From an optimization exercise on the open Yosys and OpenROAD flow, aimed at small area and a short achievable clock period; shortcuts taken in it are not production practice.
Function was checked by simulation only, so behaviour that the tests miss may differ from the original.
Power figures rest on the tool's default switching activity, not on a simulated workload.

[design/flow/config.mk]
export PLATFORM = sky130hd
export DESIGN_NAME = tcam
export DESIGN_NICKNAME = tcam
export VERILOG_FILES = /design/flow/design.v
export SDC_FILE = /design/flow/constraint.sdc
export NUM_CORES = 4
export LEC_CHECK = 0
export CAP_MARGIN = 20
export CORE_MARGIN = 2
export CORE_UTILIZATION = 65
export CTS_BUF_LIST = sky130_fd_sc_hd__clkbuf_16
export CTS_CLUSTER_DIAMETER = 100
export CTS_CLUSTER_SIZE = 30
export PLACE_DENSITY = 0.8
export SETUP_SLACK_MARGIN = 2.8
export SLEW_MARGIN = 20
export SYNTH_HIERARCHICAL = 1
export SYNTH_MINIMUM_KEEP_SIZE = 0
[design/flow/constraint.sdc]
create_clock -name core_clock -period 5.0 [get_ports {clk}]
set_input_delay 1.0000 -clock core_clock [delete_from_list [all_inputs] [get_ports {clk}]]
set_output_delay 1.0000 -clock core_clock [all_outputs]
set_load 0.01 [all_outputs]
[design/flow/design.v]
module tcam #
	(
		parameter WORD_WIDTH = 32,
		parameter ADDR_WIDTH = 4,
		parameter DATA_WIDTH = 32,
		parameter DATA_SIZE_PER_ENTRY = 4
	)
	(
		clk,
		rst_n,
		ack,
		opcode,  
		req,
		clr,
		word,
		mask_in,
		addr_in,
		data_in,
		valid,
		data_out
	);
localparam N = 2 ** ADDR_WIDTH;
input wire clk;
input wire rst_n;
input wire ack;
input wire opcode;
input wire req;
input wire clr;
input wire [WORD_WIDTH - 1 : 0] word;
input wire [WORD_WIDTH - 1 : 0] mask_in;
input wire [ADDR_WIDTH - 1 : 0] addr_in;
input wire [DATA_WIDTH - 1 : 0] data_in;
output wire valid;
output wire [DATA_WIDTH - 1 : 0] data_out;
reg [WORD_WIDTH - 1 : 1] mzn [0 : N - 1];
reg [WORD_WIDTH - 1 : 1] mon [0 : N - 1];
reg [N - 1 : 0] mzn0;
reg [N - 1 : 0] mon0;
reg [DATA_WIDTH - 1 : 0] dat [0 : N - 1];
reg [N - 1 : 0] line_n_reg;  
reg valid_n_reg;  
reg [DATA_WIDTH - 1 : 0] data_reg;
wire wr = req & ~opcode;
wire srch = req & opcode;
wire [WORD_WIDTH - 1 : 0] mzn_in = ~word;
wire [WORD_WIDTH - 1 : 0] mon_in = ~(word ^ mask_in);
assign valid = ~(ack | valid_n_reg);
assign data_out = data_reg;
integer e;
always @(posedge clk) begin
	for (e = 0; e < N; e = e + 1) begin
		if (wr && addr_in == e) begin
			mzn[e] <= mzn_in[WORD_WIDTH - 1 : 1];
			mon[e] <= mon_in[WORD_WIDTH - 1 : 1];
			dat[e] <= data_in;
		end
	end
end
always @(posedge clk) begin
	for (e = 0; e < N; e = e + 1) begin
		if (!rst_n) begin
			mzn0[e] <= 1'b0;
			mon0[e] <= 1'b0;
		end else if (wr && addr_in == e) begin
			mzn0[e] <= ~clr & mzn_in[0];
			mon0[e] <= ~clr & mon_in[0];
		end
	end
end
wire [WORD_WIDTH - 1 : 0] word_n = ~word;
wire [WORD_WIDTH - 1 : 0] mis [0 : N - 1];
genvar ge, gb;
generate
	for (ge = 0; ge < N; ge = ge + 1) begin : g_entry
		for (gb = 0; gb < WORD_WIDTH; gb = gb + 1) begin : g_bit
			tcam_mismatch u_mis (
				.w(word[gb]),
				.wn(word_n[gb]),
				.on(gb == 0 ? mon0[ge] : mon[ge][gb]),
				.zn(gb == 0 ? mzn0[ge] : mzn[ge][gb]),
				.mis(mis[ge][gb])
			);
		end
	end
endgenerate
wire srch_n = ~srch;
wire [N - 1 : 0] line_reg = ~line_n_reg;
wire [N - 1 : 0] keep_n = {N{rst_n}} & ({N{srch}} | line_reg);
wire [N - 1 : 0] line_n_next;
generate
	for (ge = 0; ge < N; ge = ge + 1) begin : g_red
		wire [15 : 0] ok2;
		wire [3 : 0] bad8;
		wire [1 : 0] ok16;
		for (gb = 0; gb < 16; gb = gb + 1) begin : g_ok2
			tcam_nor2 u_ok2 (.a(mis[ge][2 * gb]), .b(mis[ge][2 * gb + 1]), .y(ok2[gb]));
		end
		for (gb = 0; gb < 4; gb = gb + 1) begin : g_bad8
			tcam_nand4 u_bad8 (.a(ok2[4 * gb +: 4]), .y(bad8[gb]));
		end
		tcam_nor2 u_ok16_0 (.a(bad8[0]), .b(bad8[1]), .y(ok16[0]));
		tcam_nor2 u_ok16_1 (.a(bad8[2]), .b(bad8[3]), .y(ok16[1]));
		tcam_line_next u_next (
			.sn(srch_n),
			.ok0(ok16[0]),
			.ok1(ok16[1]),
			.cn(keep_n[ge]),
			.y(line_n_next[ge])
		);
	end
endgenerate
always @(posedge clk)
	line_n_reg <= line_n_next;
reg [N - 1 : 0] first;
reg [N / 4 - 1 : 0] gany;
reg [N / 4 - 1 : 0] gbelow;
reg [N - 1 : 0] below;
reg [DATA_WIDTH - 1 : 0] sel_data;
integer g;
always @(*) begin
	for (g = 0; g < N / 4; g = g + 1)
		gany[g] = |line_reg[4 * g +: 4];
	gbelow[0] = 1'b0;
	for (g = 1; g < N / 4; g = g + 1)
		gbelow[g] = gbelow[g - 1] | gany[g - 1];
	for (e = 0; e < N; e = e + 1) begin
		below[e] = gbelow[e / 4];
		for (g = 4 * (e / 4); g < e; g = g + 1)
			below[e] = below[e] | line_reg[g];
	end
	first = line_reg & ~below;
	sel_data = {DATA_WIDTH{1'b0}};
	for (e = 0; e < N; e = e + 1)
		sel_data = sel_data | ({DATA_WIDTH{first[e]}} & dat[e]);
end
always @(posedge clk) begin
	valid_n_reg <= ~(rst_n & |gany);
	data_reg <= sel_data;
end
endmodule
module tcam_mismatch (
	input wire w,
	input wire wn,
	input wire on,
	input wire zn,
	output wire mis
);
assign mis = ~((wn | on) & (w | zn));
endmodule
module tcam_nor2 (input wire a, input wire b, output wire y);
assign y = ~(a | b);
endmodule
module tcam_nand4 (input wire [3 : 0] a, output wire y);
assign y = ~&a;
endmodule
module tcam_line_next (
	input wire sn,
	input wire ok0,
	input wire ok1,
	input wire cn,
	output wire y
);
assign y = ~((sn | ok0) & (sn | ok1) & cn);
endmodule
[design/flow/flow/run.sh]
#!/bin/bash
# The standard layout, with plain buffers (instead of the default delay
# buffers) on the input and output ports.
set -euo pipefail
export BUFFER_PORTS_ARGS="-buffer_cell sky130_fd_sc_hd__buf_1"
bash standard.sh > standard.log 2>&1
[design/flow/standard.sh]
#!/bin/bash
# synth_recipe.tcl (not shown) runs the flow's synth.tcl, then flattens the netlist and writes it again
# the make line also repeats each setting of config.mk as NAME=value (left out here)
make -C /OpenROAD-flow-scripts/flow DESIGN_CONFIG=/design/flow/config.mk WORK_HOME=/design/flow/orfs CLKGATE_MAP_FILE= SYNTH_SCRIPT=/design/flow/synth_recipe.tcl "${@:-finish}"
==> tab_implementation.tex, run 1 <==
\begin{tabular}{lr}
\hline
Metric & Value \\
\hline
\multicolumn{2}{l}{\textbf{Die}} \\
\quad Die Outline Area & 89900 sq um \\
\quad Height of the chip & 300 um \\
\quad Area of the core region & 86800 sq um \\
\quad IO Pins & 139 \\
\quad Initial cell density of the core & 65.6\% \\
\quad Width of the die & 300 um \\
\quad Rows & 108 \\
\multicolumn{2}{l}{\textbf{Power}} \\
\quad Power after layout & 22300 uW \\
\quad Switching power of the nets & 4840 uW \\
\quad Fraction of power consumed by sequential logic & 66.8\% \\
\quad Internal power & 17400 uW \\
\quad Switching Fraction & 21.7\% \\
\quad Combinational power share & 7.1\% \\
\quad Power share of the clock group & 26.1\% \\
\quad Cell area power density & 354 nW/um\^{}2 \\
\quad Peak supply drop & 0.301 mV \\
\quad Leakage power of the design & 0.0194 uW \\
\multicolumn{2}{l}{\textbf{Route}} \\
\quad Number of antenna-violating nets in the routed design & 0 \\
\quad Total iterations of the first detailed-routing run & 8 \\
\quad Post-detailed-route wirelength per cell & 28.7 um \\
\quad Via density per instance & 6.87 \\
\quad Overall via count from detail\_route & 33300 \\
\quad Number of violations reported at the end of detailed-routing iteration 0 & 4691 \\
\quad Count of unresolved DRC violations after routing & 0 \\
\quad Detailed Route WL & 139000 um \\
\multicolumn{2}{l}{\textbf{Global route}} \\
\quad First-pass GRT wire length & 200000 um \\
\quad Antenna violations before repair & 5 \\
\quad Largest net degree at the start of global routing & 97 \\
\quad Total grt overflow & 0 \\
\quad Via count of the first global-routing pass & 31700 \\
\quad Total routing resource utilization after global routing & 30.2\% \\
\multicolumn{2}{l}{\textbf{Logic synthesis}} \\
\quad Share of the synthesized area in the top cell type & 79.4\% \\
\quad Ys async rst share & 0\% \\
\quad Largest family of logic cells by synthesized area & compound AO/OA/AOI/OAI gates \\
\quad Main synth FF type & edfxtp\_1 \\
\quad Cell area after synthesis & 56900 sq um \\
\quad Count of different cell masters after synthesis & 42 \\
\quad Synth Instances & 3337 \\
\quad Share of cell area taken by muxes after synthesis & 0.317\% \\
\quad Simple-Gate Fraction of Synth Area & 6.11\% \\
\quad Area contributors post-synth & edfxtp\_1, o22ai\_1, dfxtp\_1, nor2\_1, nor2b\_1 \\
\quad Post-synth EDFFs & 1504 \\
\quad Count of synthesis-stage warnings from yosys & 13 \\
\quad Complex-gate fraction of the synthesized area & 10.0\% \\
\quad Area share of fa/ha/maj cells after synthesis & 0\% \\
\quad Xor-xnor portion of the synthesized cell area & 0.492\% \\
\quad Average cell area after synthesis & 17.1 sq um \\
\quad Sequential-to-total area share from yosys stat & 82.2\% \\
\quad Post-synth top area cell & edfxtp\_1 \\
\quad Mapped Nets & 3443 \\
\quad Synthesis-stage register bit count & 1585 \\
\multicolumn{2}{l}{\textbf{Finish}} \\
\quad Share of cells above drive strength 1 & 10.2\% \\
\quad Most common cell after layout, fill and taps aside & edfxtp\_1 \\
\quad Number of fillers in the final layout & 4943 \\
\quad Commonest cells after routing, fill and taps aside & edfxtp\_1, o22ai\_1, nor2\_1 \\
\quad Register with the highest flop count & dat \\
\quad Synthesis-to-layout area growth & 10.5\% \\
\quad Number of flip-flops under the largest register name & 512 \\
\quad Total number of nets in the final design & 3741 \\
\quad Number of cells in the finished layout apart from fillers & 4840 \\
\quad Registers with the highest flip-flop counts & dat (512), mon (496), mzn (496) \\
\multicolumn{2}{l}{\textbf{Clock network}} \\
\quad Clock tree sinks & 1585 \\
\quad Clock buffer count from CTS & 58 \\
\quad Clock tree from TritonCTS & built \\
\quad Hold\_buf cts & 0 \\
\quad Htree depth & 2 \\
\quad Number of buffers on the longest clock path & 3 \\
\quad Clock transition at the registers of the reported paths & 0.11 ns \\
\quad Latest clock arrival within the worst-skew pair & 0.69 ns \\
\quad Root Buffer & clkbuf\_16 \\
\multicolumn{2}{l}{\textbf{Placement}} \\
\quad Detailed Place HPWL & 75900 um \\
\quad Placer's final routability congestion estimate & 0.808 \\
\quad Placed Instances & 4677 \\
\quad Buffers on Ports & 138 \\
\multicolumn{2}{l}{\textbf{Critical path}} \\
\quad Biggest fanout along the worst timing path & 1 \\
\quad Signal arrival time at the worst endpoint & 1.27 ns \\
\quad Critical path type & in -> out \\
\quad Kind of capture point of the worst setup path & output pin \\
\quad Crit path required time & 4.00 ns \\
\quad Worst Setup Start Kind & input port \\
\multicolumn{2}{l}{\textbf{Timing}} \\
\quad Final hold violation count & 0 \\
\quad Final slew viol count & 0 \\
\quad Post-route clock period utilization & 45.4\% \\
\quad Period minus WS final & 2.27 ns \\
\quad Final setup fails & 0 \\
\quad Final clock skew & 0.0319 ns \\
\quad Hold slack final & 0.479 ns \\
\quad Worst rel slew slack & 21.0\% \\
\quad Highest achievable clock rate & 0.440 GHz \\
\quad Total Neg Setup Slack & 0 ns \\
\quad Transition time of the tightest slew-check pin & 1.18 ns \\
\quad Setup repair after global routing missed its margin & yes \\
\multicolumn{2}{l}{\textbf{Status}} \\
\quad Outcome & complete, no violations \\
\multicolumn{2}{l}{\textbf{Flow run}} \\
\quad Number of maximum-capacitance constraint violations & 0 \\
\multicolumn{2}{l}{\textbf{Hold path}} \\
\quad Classification of the worst-slack hold path & reg -> reg \\
\hline
\end{tabular}
==> synth_stat cells (2+ instances only) <==
master,instances
edfxtp_1,1504
o22ai_1,544
nor2_1,369
nor2b_1,85
dfxtp_1,81
a21oi_1,78
nand4_1,73
clkbuf_1,65
a22oi_1,62
o2bb2ai_1,52
nand2_1,48
inv_1,38
a211oi_1,32
nand2b_1,31
xnor2_1,31
a21boi_0,30
and3_1,28
nand3b_1,28
a221oi_1,24
nand3_1,23
o21ai_0,22
mux2i_1,18
a21o_1,16
buf_2,13
and2_1,9
nor3_1,5
o211ai_1,4
o221a_2,4
buf_6,3
and2b_1,2
nand4_2,2
nand4b_1,2
nor3b_1,2
==> cell families (layout without fill, tap and decap cells) <==
| group | Yosys count | count (layout) |
|---|---|---|
| xor+xnor | 32 | 32 |
| buf+inv | 120 | 459 |
| compound gates | 869 | 869 |
| simple gates | 713 | 720 |
| mux | 18 | 18 |
| flops | 1585 | 1585 |
| other cells | 0 | 2 |
==> layer usage <==
| layer | up-vias | routed length (um) | track usage, % | share of wire, % |
|---|---|---|---|---|
| li1 | 14000 | - | - | - |
| met1 | 16400 | 49400 | 42.5 | 36 |
| met2 | 2458 | 67800 | 48.8 | 49 |
| met3 | 314 | 16600 | 4.90 | 12 |
| met4 | 6 | 4930 | 11.2 | 3.6 |
| met5 | - | 46 | 0 | 0.033 |
==> power groups by stage <==
stage	clock, uW	combinational [uW]	sequential, uW
floorplan	0	679	15200
detailed placement	0	1440	15200
CTS	5830	1500	14900
global route	6250	1670	14900
finish	5820	1580	14900
global placement	0	1380	15200
==> stage by stage <==
step                      cell area [sq um]  utilization [%]  setup slack [ns]
after floorplan                       57100                -             0.552
after global placement                60100             69.3              1.52
after detailed placement              60100             69.3              1.43
after CTS                             62300             71.9              2.73
after global routing                  62900             72.5              2.67
final                                 62900             72.5              2.73
==> cell type report <==
cell class | count | area, sq um | share of cell area [%]
sequential | 1585 | 46800 | 74.4
multi-input combinational | 1639 | 10300 | 16.3
timing repair buffer | 313 | 2500 | 3.98
clock buffer | 59 | 1480 | 2.35
tap | 1155 | 1450 | 2.30
inverter | 38 | 191 | 0.304
clock inverter | 49 | 189 | 0.300
antenna | 2 | 5.00 | 0.00796
==> timing repair <==
| item | 4_1_cts | 5_1_grt |
|---|---|---|
| gates cloned | 9 | 4 |
| pin swaps | 14 | 9 |
| buffers inserted | 23 | 14 |
| resized for setup | 80 | 80 |
| setup endpoints to repair | 1141 | 523 |
==> final timing paths <==
check,start,end,slack (ns),depth (start not counted)
worst max-delay path,ack,valid,2.73,3
worst min-delay path,dat[15][21],data_reg[21],0.48,2
worst max register to register,line_n_reg[7],data_reg[0],2.76,5
worst min register to register,dat[15][21],data_reg[21],0.48,2
==> Yosys stat by module (local to each module, per instance) <==
module	cells	flops+latches
tcam	2441	1585
tcam_line_next	2	0
tcam_mismatch	1	0
tcam_nand4	1	0
tcam_nor2	1	0
==> critical path: stages <==
cell,delay [ns]
buf_1,0.07
nor2_1,0.07
buf_2,0.13
==> inputs of run 2 (changes only) <==
--- a/design/flow/config.mk
+++ b/design/flow/config.mk
@@ -11,3 +11,3 @@
 export CTS_BUF_LIST = sky130_fd_sc_hd__clkbuf_16
-export CTS_CLUSTER_DIAMETER = 100
+export CTS_CLUSTER_DIAMETER = 80
 export CTS_CLUSTER_SIZE = 30
==> run 2 against run 1 <==
Against the previous run:
- count of clock-buffer cells in the layout increased by 3
- highest routed layer unchanged
- hold slack worse by 0.0024 ns
- synthesized cell count stayed put
- critical path type unchanged
- fmax barely moved
- synthesized area did not move
- register-to-register slack improved by 0.06 ns
- critical endpoint unchanged
- global-route usage about the same
- clock power grew 5.0%
- first-iteration DRC count decreased by 2.1%
==> tab_implementation.tex, run 2 <==
\begin{tabular}{lr}
\hline
Metric & Value \\
\hline
\multicolumn{2}{l}{\textbf{Logic synthesis}} \\
\quad Mapped Nets & 3443 (unchanged) \\
\quad Commonest cells in the netlist & edfxtp\_1, o22ai\_1, nor2\_1, nor2b\_1, dfxtp\_1 \\
\quad Cell area after synthesis & 56900 sq um (unchanged) \\
\quad Synth Instances & 3337 (unchanged) \\
\quad Ys async rst share & 0\% (unchanged) \\
\quad Sequential-to-total area share from yosys stat & 82.2\% (unchanged) \\
\quad Synthesis-stage register bit count & 1585 (unchanged) \\
\quad Share of the synthesized area in the top cell type & 79.4\% (unchanged) \\
\quad Most common cell in the synthesized netlist & edfxtp\_1 \\
\quad Area contributors post-synth & edfxtp\_1, o22ai\_1, dfxtp\_1, nor2\_1, nor2b\_1 \\
\quad Main synth FF type & edfxtp\_1 \\
\quad Post-synth EDFFs & 1504 (unchanged) \\
\quad Post-synth top area cell & edfxtp\_1 \\
\quad Average cell area after synthesis & 17.1 sq um (unchanged) \\
\quad Count of synthesis-stage warnings from yosys & 13 (unchanged) \\
\quad Count of different cell masters after synthesis & 42 (unchanged) \\
\multicolumn{2}{l}{\textbf{Timing}} \\
\quad Period minus WS final & 2.27 ns (-0.00224 ns) \\
\quad Post-route clock period utilization & 45.4\% (about the same) \\
\quad Final hold violation count & 0 (unchanged) \\
\quad Final clock skew & 0.0383 ns (+0.00638 ns) \\
\quad Final slew viol count & 0 (unchanged) \\
\quad Transition time of the tightest slew-check pin & 1.14 ns (-0.0440 ns) \\
\quad Worst rel slew slack & 23.8\% (+2.7 points) \\
\quad Hold slack final & 0.477 ns (-0.00240 ns) \\
\quad Highest achievable clock rate & 0.441 GHz (about the same) \\
\quad Final setup fails & 0 (unchanged) \\
\quad Total Neg Setup Slack & 0 ns (unchanged) \\
\quad Setup repair after global routing missed its margin & yes \\
\multicolumn{2}{l}{\textbf{Placement}} \\
\quad Detailed Place HPWL & 75900 um (unchanged) \\
\quad Placer's final routability congestion estimate & 0.808 (unchanged) \\
\quad Total cell area at the placement stage & 60100 sq um (unchanged) \\
\quad Buffers on Ports & 138 (unchanged) \\
\multicolumn{2}{l}{\textbf{Clock network}} \\
\quad Hold\_buf cts & 0 (unchanged) \\
\quad Clock tree from TritonCTS & built \\
\quad Clock buffer count from CTS & 60 (+3.4\%) \\
\quad Htree depth & 2 (unchanged) \\
\quad Number of buffers on the longest clock path & 3 (unchanged) \\
\quad Root Buffer & clkbuf\_16 \\
\quad Clock transition at the registers of the reported paths & 0.11 ns (about the same) \\
\quad Latest clock arrival within the worst-skew pair & 0.70 ns (about the same) \\
\quad Clock tree sinks & 1585 (unchanged) \\
\multicolumn{2}{l}{\textbf{Status}} \\
\quad Outcome & complete, no violations \\
\multicolumn{2}{l}{\textbf{Hold path}} \\
\quad Start point of the worst min-delay path & dat[14][14] \\
\quad Classification of the worst-slack hold path & reg -> reg \\
\multicolumn{2}{l}{\textbf{Power}} \\
\quad Cell area power density & 359 nW/um\^{}2 (+1.2\%) \\
\quad Fraction of power consumed by sequential logic & 66.0\% (-0.8 points) \\
\quad Switching Fraction & 22.0\% (+0.28 points) \\
\quad Leakage power of the design & 0.0194 uW (+0.16\%) \\
\quad Internal power & 17600 uW (+0.82\%) \\
\quad Peak supply drop & 0.363 mV (+21\%) \\
\quad Switching power of the nets & 4960 uW (+2.5\%) \\
\quad Combinational power share & 6.9\% (-0.2 points) \\
\quad Power share of the clock group & 27.1\% (+1.0 points) \\
\multicolumn{2}{l}{\textbf{Critical path}} \\
\quad Worst R2R Start & line\_n\_reg[7] \\
\quad Critical path type & in -> out \\
\quad Crit path required time & 4.00 ns (about the same) \\
\quad Signal arrival time at the worst endpoint & 1.27 ns (about the same) \\
\quad Biggest fanout along the worst timing path & 1 (unchanged) \\
\quad Kind of capture point of the worst setup path & output pin \\
\quad Worst Setup Start Kind & input port \\
\quad Critical Path Start & ack \\
\multicolumn{2}{l}{\textbf{Global route}} \\
\quad Antenna violations before repair & 6 (+1) \\
\quad First-pass GRT wire length & 201000 um (+0.10\%) \\
\quad Total grt overflow & 0 (unchanged) \\
\quad Largest net degree at the start of global routing & 97 (unchanged) \\
\quad Via count of the first global-routing pass & 31700 (-0.24\%) \\
\quad Total routing resource utilization after global routing & 30.2\% (about the same) \\
\multicolumn{2}{l}{\textbf{Route}} \\
\quad Detailed Route WL & 137000 um (-0.98\%) \\
\quad Number of violations reported at the end of detailed-routing iteration 0 & 4592 (-2.1\%) \\
\quad Number of antenna-violating nets in the routed design & 0 (unchanged) \\
\quad Count of unresolved DRC violations after routing & 0 (unchanged) \\
\quad Total iterations of the first detailed-routing run & 6 (-2) \\
\quad Via density per instance & 6.85 (-0.25\%) \\
\quad Post-detailed-route wirelength per cell & 28.4 um (-0.88\%) \\
\quad Overall via count from detail\_route & 33100 (-0.36\%) \\
\multicolumn{2}{l}{\textbf{Die}} \\
\quad Height of the chip & 300 um (unchanged) \\
\quad Area of the core region & 86800 sq um (unchanged) \\
\quad Rows & 108 (unchanged) \\
\quad IO Pins & 139 (unchanged) \\
\quad Die Outline Area & 89900 sq um (unchanged) \\
\quad Initial cell density of the core & 65.6\% (unchanged) \\
\quad Width of the die & 300 um (unchanged) \\
\multicolumn{2}{l}{\textbf{Finish}} \\
\quad Commonest cells after routing, fill and taps aside & edfxtp\_1, o22ai\_1, nor2\_1 \\
\quad Share of cells above drive strength 1 & 10.3\% (+0.13 points) \\
\quad Register with the highest flop count & dat \\
\quad Total number of nets in the final design & 3730 (-0.29\%) \\
\quad Final design instance area without fill & 62900 sq um (about the same) \\
\quad Registers with the highest flip-flop counts & dat (512), mon (496), mzn (496) \\
\quad Number of fillers in the final layout & 4954 (+0.22\%) \\
\quad Most common cell after layout, fill and taps aside & edfxtp\_1 \\
\quad Synthesis-to-layout area growth & 10.5\% (about the same) \\
\quad Number of flip-flops under the largest register name & 512 (unchanged) \\
\multicolumn{2}{l}{\textbf{Flow run}} \\
\quad Number of maximum-capacitance constraint violations & 0 (unchanged) \\
\hline
\end{tabular}
[run 2: changes by cell type in the layout (fill, tap and decap cells not counted), moves of 4 or more]
| cell | delta |
|---|---|
| buf_2 | +7 |
| buf_4 | -7 |
| buf_8 | +6 |
| clkinvlp_4 | -4 |
| buf_6 | +5 |
| inv_1 | +5 |
| buf_1 | -13 |
| buf_12 | -8 |
[run 2: layout make-up]
cell class,count,area (sq um),share of cell area (%)
antenna,4,10.0,0.0159
clock inverter,52,284,0.452
multi-input combinational,1639,10200,16.3
clock buffer,62,1550,2.47
sequential,1585,46800,74.5
timing repair buffer,300,2340,3.72
inverter,38,176,0.281
tap,1155,1450,2.30
[run 2: worst max-delay path, stage by stage]
cell and delay [ns]:
buf_1 0.07, nor2_1 0.07, buf_2 0.13
[run 2: what timing repair did]
item / CTS / global route
resized for setup: 98 / 65
gates cloned: 9 / 1
pin swaps: 11 / 8
endpoints found under the hold margin: 0 / 0
endpoints found under the setup margin: 1149 / 878
setup buffers: 22 / 6
[run 2: path summary, 6_finish.rpt]
kind | slack (ns) | cells after the start | endpoint
setup / recovery | 2.73 | 3 | valid
hold / removal | 0.48 | 2 | data_reg[14]
setup reg to reg | 2.82 | 5 | data_reg[0]
hold reg to reg | 0.48 | 2 | data_reg[14]
[run 2: per-layer routing]
layer  vias to the layer above  part of all wire, %  global-route usage [%]
met4                         4                  4.0                    12.3
met5                         -                0.018                       0
met1                     16600                   37                    42.5
li1                      14000                    -                       -
met2                      2232                   48                    48.4
met3                       312                   11                    4.60
[run 2: modules after synthesis, one instance, submodules excluded]
module	flops+latches	area [sq um]	cells inside
tcam_nor2	0	3.75	1
tcam_nand4	0	6.26	1
tcam_mismatch	0	6.26	1
tcam_line_next	0	11.3	2
tcam	1585	52000	2441
[run 2: stage by stage]
step	setup slack [ns]	power (uW)	utilization [%]	std cells
after global routing	2.67	23100	72.5	4831
after global placement	1.52	16500	69.3	4677
after detailed placement	1.43	16600	69.3	4677
final	2.73	22500	72.5	4835
after floorplan	0.552	15900	-	3337
after CTS	2.73	22500	72.1	4822
[run 2: power groups by stage]
stage | Sequential [uW] | Clock, uW | Combinational (uW)
3_3_place_gp | 15200 | 0 | 1380
4_1_cts | 14900 | 6110 | 1510
6_report | 14900 | 6110 | 1560
2_1_floorplan | 15200 | 0 | 679
5_1_grt | 14900 | 6540 | 1650
3_5_place_dp | 15200 | 0 | 1440
[run 2: cell families (layout without fill, tap and decap cells)]
kind of cell | Yosys count | after routing | synth area share, %
xor+xnor | 32 | 32 | 0.492
compound gates | 869 | 869 | 10.0
flops | 1585 | 1585 | 82.2
mux | 18 | 18 | 0.317
other cells | 0 | 4 | 0
simple gates | 713 | 720 | 6.11
buf+inv | 120 | 452 | 0.860

-- afterwards: timing with drivers on the ports --
No port has a modelled driver above. Below, the same layouts with a new extraction and two added sets of constraints.
Step 1 (the two cells are an assumption about what drives the block):
set clk [get_ports {clk}]
set_driving_cell -lib_cell sky130_fd_sc_hd__clkbuf_16 $clk
set_driving_cell -lib_cell sky130_fd_sc_hd__buf_2 [delete_from_list [all_inputs] $clk]
Step 2 moves the port delays by t, midway between the first and last clock arrival at a register: inputs arrive t later, outputs are due t later. That takes back most of the time a late clock gives input paths.
Three values: ideal, step 1, step 2; two values: the first two.
| run | shift t [ns] | setup WS [ns] | worst register clock-pin slew, ns |
|---|---|---|---|
| run 1 | 0.746 | 2.729 / 2.702 / 1.987 | 0.12 / 0.12 |
| run 2 | 0.754 | 2.731 / 2.700 / 2.084 | 0.12 / 0.12 |
After both steps every run listed still meets setup and hold. For run 1, which loses most, drivers alone change the setup slack by -0.027 ns; drivers and shift together by -0.742 ns.
